Background: an optimization exercise with open tools, aiming at small area and a short achievable clock period. Do not read the settings as production practice.
In this exercise RTL edits were held to simulation tests only and were not proved equivalent to the original.
No activity file was given, so power comes from the tool's default toggle rates.

==> module booth_enc, before the edit <==
module booth_enc(
  input  [31:0] b,
  input         s_mul,
  input         s_shl,
  input         s_as,
  output [15:0] bone,
  output [15:0] btwo,
  output [15:0] bneg,
  output        kill);
  wire [32:0] bx = {b, 1'b0};
  assign kill = s_shl & (|b[31:5]);
  wire [31:0] dec = (32'd1 << b[4:0]) & {32{s_shl}};
  genvar g;
  generate
    for (g = 0; g < 16; g = g + 1) begin : BE
      assign bone[g] = (s_mul & (bx[2*g+1] ^ bx[2*g])) | dec[2*g] | ((g == 0) & s_as);
      assign btwo[g] = (s_mul & ((bx[2*g+2] & ~bx[2*g+1] & ~bx[2*g]) | (~bx[2*g+2] & bx[2*g+1] & bx[2*g]))) | dec[2*g+1];
      assign bneg[g] = s_mul & bx[2*g+2];
    end
  endgenerate
endmodule
==> module add32, before the edit <==
module add32(
  input  [31:0] x,
  input  [31:0] y,
  input         kill,
  output [31:0] s);
  assign s = (x + y) & {32{~kill}};
endmodule
==> module processor, before the edit <==
module processor(
  input clk,
  input rst,
  input [31:0] instruction,
  output [31:0] instruction_addr);
  wire [4:0] op   = instruction[31:27];
  wire       br   = instruction[26];
  wire       w    = instruction[25];
  wire       i    = instruction[24];
  wire [4:0] dst  = instruction[23:19];
  wire [4:0] src1 = instruction[18:14];
  wire [4:0] src2 = instruction[13:9];
  wire [4:0] imm  = instruction[8:4];
  reg [31:0] pc;
  assign instruction_addr = pc;
  wire [31:0] t;
  reg [31:0] rf [0:31];
  always @(posedge clk)
    if (w) rf[dst] <= t;
  wire [31:0] a = rf[src1];
  wire [31:0] b = rf[src2];
  genvar g;
  wire op_add = (op == 5'd0);
  wire op_sub = (op == 5'd1);
  wire op_mul = (op == 5'd2);
  wire op_shl = (op == 5'd3);
  wire op_and = (op == 5'd4);
  wire op_or  = (op == 5'd5);
  wire s_mul = i & op_mul;
  wire s_as  = i & (op_add | op_sub);
  wire s_add = i & op_add;
  wire s_sub = i & op_sub;
  wire [31:0] X;
  xrow XR(.a(a), .b(b), .imm(imm), .s_add(s_add), .s_sub(s_sub),
          .s_and(i & op_and), .s_or(i & op_or), .s_imm(~i), .X(X));
  wire [15:0] bone, btwo, bneg;
  wire kill;
  booth_enc BE(.b(b), .s_mul(s_mul), .s_shl(i & op_shl), .s_as(s_as), .bone(bone), .btwo(btwo), .bneg(bneg), .kill(kill));
  wire [31:0] ms, mc;
  csa_tree T(.a(a), .bone(bone), .btwo(btwo), .bneg(bneg), .X(X),
             .s_sub(s_sub), .ms(ms), .mc(mc));
    add32 AT(.x(ms), .y(mc), .kill(kill), .s(t));
  wire [31:0] pct;
  next_pc NP(.pc(pc), .ms(ms), .mc(mc), .pcn(pct));
  wire [31:0] pc1 = pc + 32'd1;
  always @(posedge clk) begin
    if (rst)
      pc <= 32'd0;
    else if (br)
      pc <= kill ? pc : pct;
    else
      pc <= pc1;
  end
endmodule
Settings: LEC_CHECK=0, CAP_MARGIN=20, CORE_MARGIN=2, CORE_UTILIZATION=60, PLACE_DENSITY=0.72, SETUP_SLACK_MARGIN=2.5, SLEW_MARGIN=20, SYNTH_HIERARCHICAL=1, SYNTH_MINIMUM_KEEP_SIZE=0, TNS_END_PERCENT=5; clock period 12.5 ns.
run.sh (not shown) runs the stock make flow with config.mk's settings and CLKGATE_MAP_FILE= SYNTH_SCRIPT=/design/flow/synth_recipe.tcl, a recipe that flattens the netlist after the stock synthesis.
Rerun with:
--- a/flow/design.v
+++ b/flow/design.v
@@ -1,16 +1,17 @@
 module booth_enc(
+  input  [31:0] a,
+  output [31:0] am,
   input  [31:0] b,
   input         s_mul,
   input         s_shl,
   input         s_as,
   output [15:0] bone,
   output [15:0] btwo,
-  output [15:0] bneg,
-  output        kill);
+  output [15:0] bneg);
   wire [32:0] bx = {b, 1'b0};
-  assign kill = s_shl & (|b[31:5]);
   wire [31:0] dec = (32'd1 << b[4:0]) & {32{s_shl}};
+  assign am = a & {32{~(s_shl & (|b[31:5]))}};
   genvar g;
   generate
     for (g = 0; g < 16; g = g + 1) begin : BE
       assign bone[g] = (s_mul & (bx[2*g+1] ^ bx[2*g])) | dec[2*g] | ((g == 0) & s_as);
@@ -849,11 +850,11 @@
 endmodule
 module add32(
   input  [31:0] x,
   input  [31:0] y,
-  input         kill,
+  input         cin,
   output [31:0] s);
-  assign s = (x + y) & {32{~kill}};
+  assign s = x + y + cin;
 endmodule
 module next_pc(
   input  [31:0] pc,
   input  [31:0] ms,
@@ -911,22 +912,22 @@
   wire [31:0] X;
   xrow XR(.a(a), .b(b), .imm(imm), .s_add(s_add), .s_sub(s_sub),
           .s_and(i & op_and), .s_or(i & op_or), .s_imm(~i), .X(X));
   wire [15:0] bone, btwo, bneg;
-  wire kill;
-  booth_enc BE(.b(b), .s_mul(s_mul), .s_shl(i & op_shl), .s_as(s_as), .bone(bone), .btwo(btwo), .bneg(bneg), .kill(kill));
+  wire [31:0] am;
+  booth_enc BE(.a(a), .am(am), .b(b), .s_mul(s_mul), .s_shl(i & op_shl), .s_as(s_as), .bone(bone), .btwo(btwo), .bneg(bneg));
   wire [31:0] ms, mc;
-  csa_tree T(.a(a), .bone(bone), .btwo(btwo), .bneg(bneg), .X(X),
+  csa_tree T(.a(am), .bone(bone), .btwo(btwo), .bneg(bneg), .X(X),
              .s_sub(s_sub), .ms(ms), .mc(mc));
-    add32 AT(.x(ms), .y(mc), .kill(kill), .s(t));
+  add32 AT(.x(ms), .y(mc), .cin(1'b0), .s(t));
   wire [31:0] pct;
   next_pc NP(.pc(pc), .ms(ms), .mc(mc), .pcn(pct));
   wire [31:0] pc1 = pc + 32'd1;
   always @(posedge clk) begin
     if (rst)
       pc <= 32'd0;
     else if (br)
-      pc <= kill ? pc : pct;
+      pc <= pct;
     else
       pc <= pc1;
   end
 endmodule
The changed run ran to the end with no violations.
Hold slack gets worse by 0.012 ns.
Flip-flop and latch count is unchanged.
Worst setup slack gets worse by 0.43 ns.
Utilization is higher by 2.8 points.
Combinational power is higher by about a fifth.
First-iteration DRC count is lower slightly.
Clock power is lower by a few percent.
Area after synthesis stays flat.
Count of clock-buffer cells in the layout is lower by 1.
Final cell count is higher by a few percent.
Total power is higher by a few percent.
Final area is higher by a few percent.
Sequential share of layout area is lower by 1.6 points.

[static timing again, ports no longer ideal]
In the flow no input, the clock included, has a driving cell. The finished layouts below were timed again as built, in two steps.
Step 1: set_driving_cell puts a clkbuf_16 on clk and a buf_2 on each other input, an assumption about the parent block.
Step 2 also shifts input and output timing later by t, the mid clock arrival at the registers, as if the neighbouring blocks saw the same clock.
a / b / c = no drivers / after step 1 / after step 2; a / b = the first two.
run | t, ns | setup slack, ns | worst register clock-pin slew, ns
the first run | 0.756 | 2.523 / 2.258 / 1.502 | 0.09 / 0.09
the second run | 0.777 | 2.093 / 1.889 / 1.112 | 0.07 / 0.07
After both steps setup and hold are still met in every run listed. For the first run, which loses most, drivers alone change the setup slack by -0.265 ns; drivers and shift together by -1.021 ns.
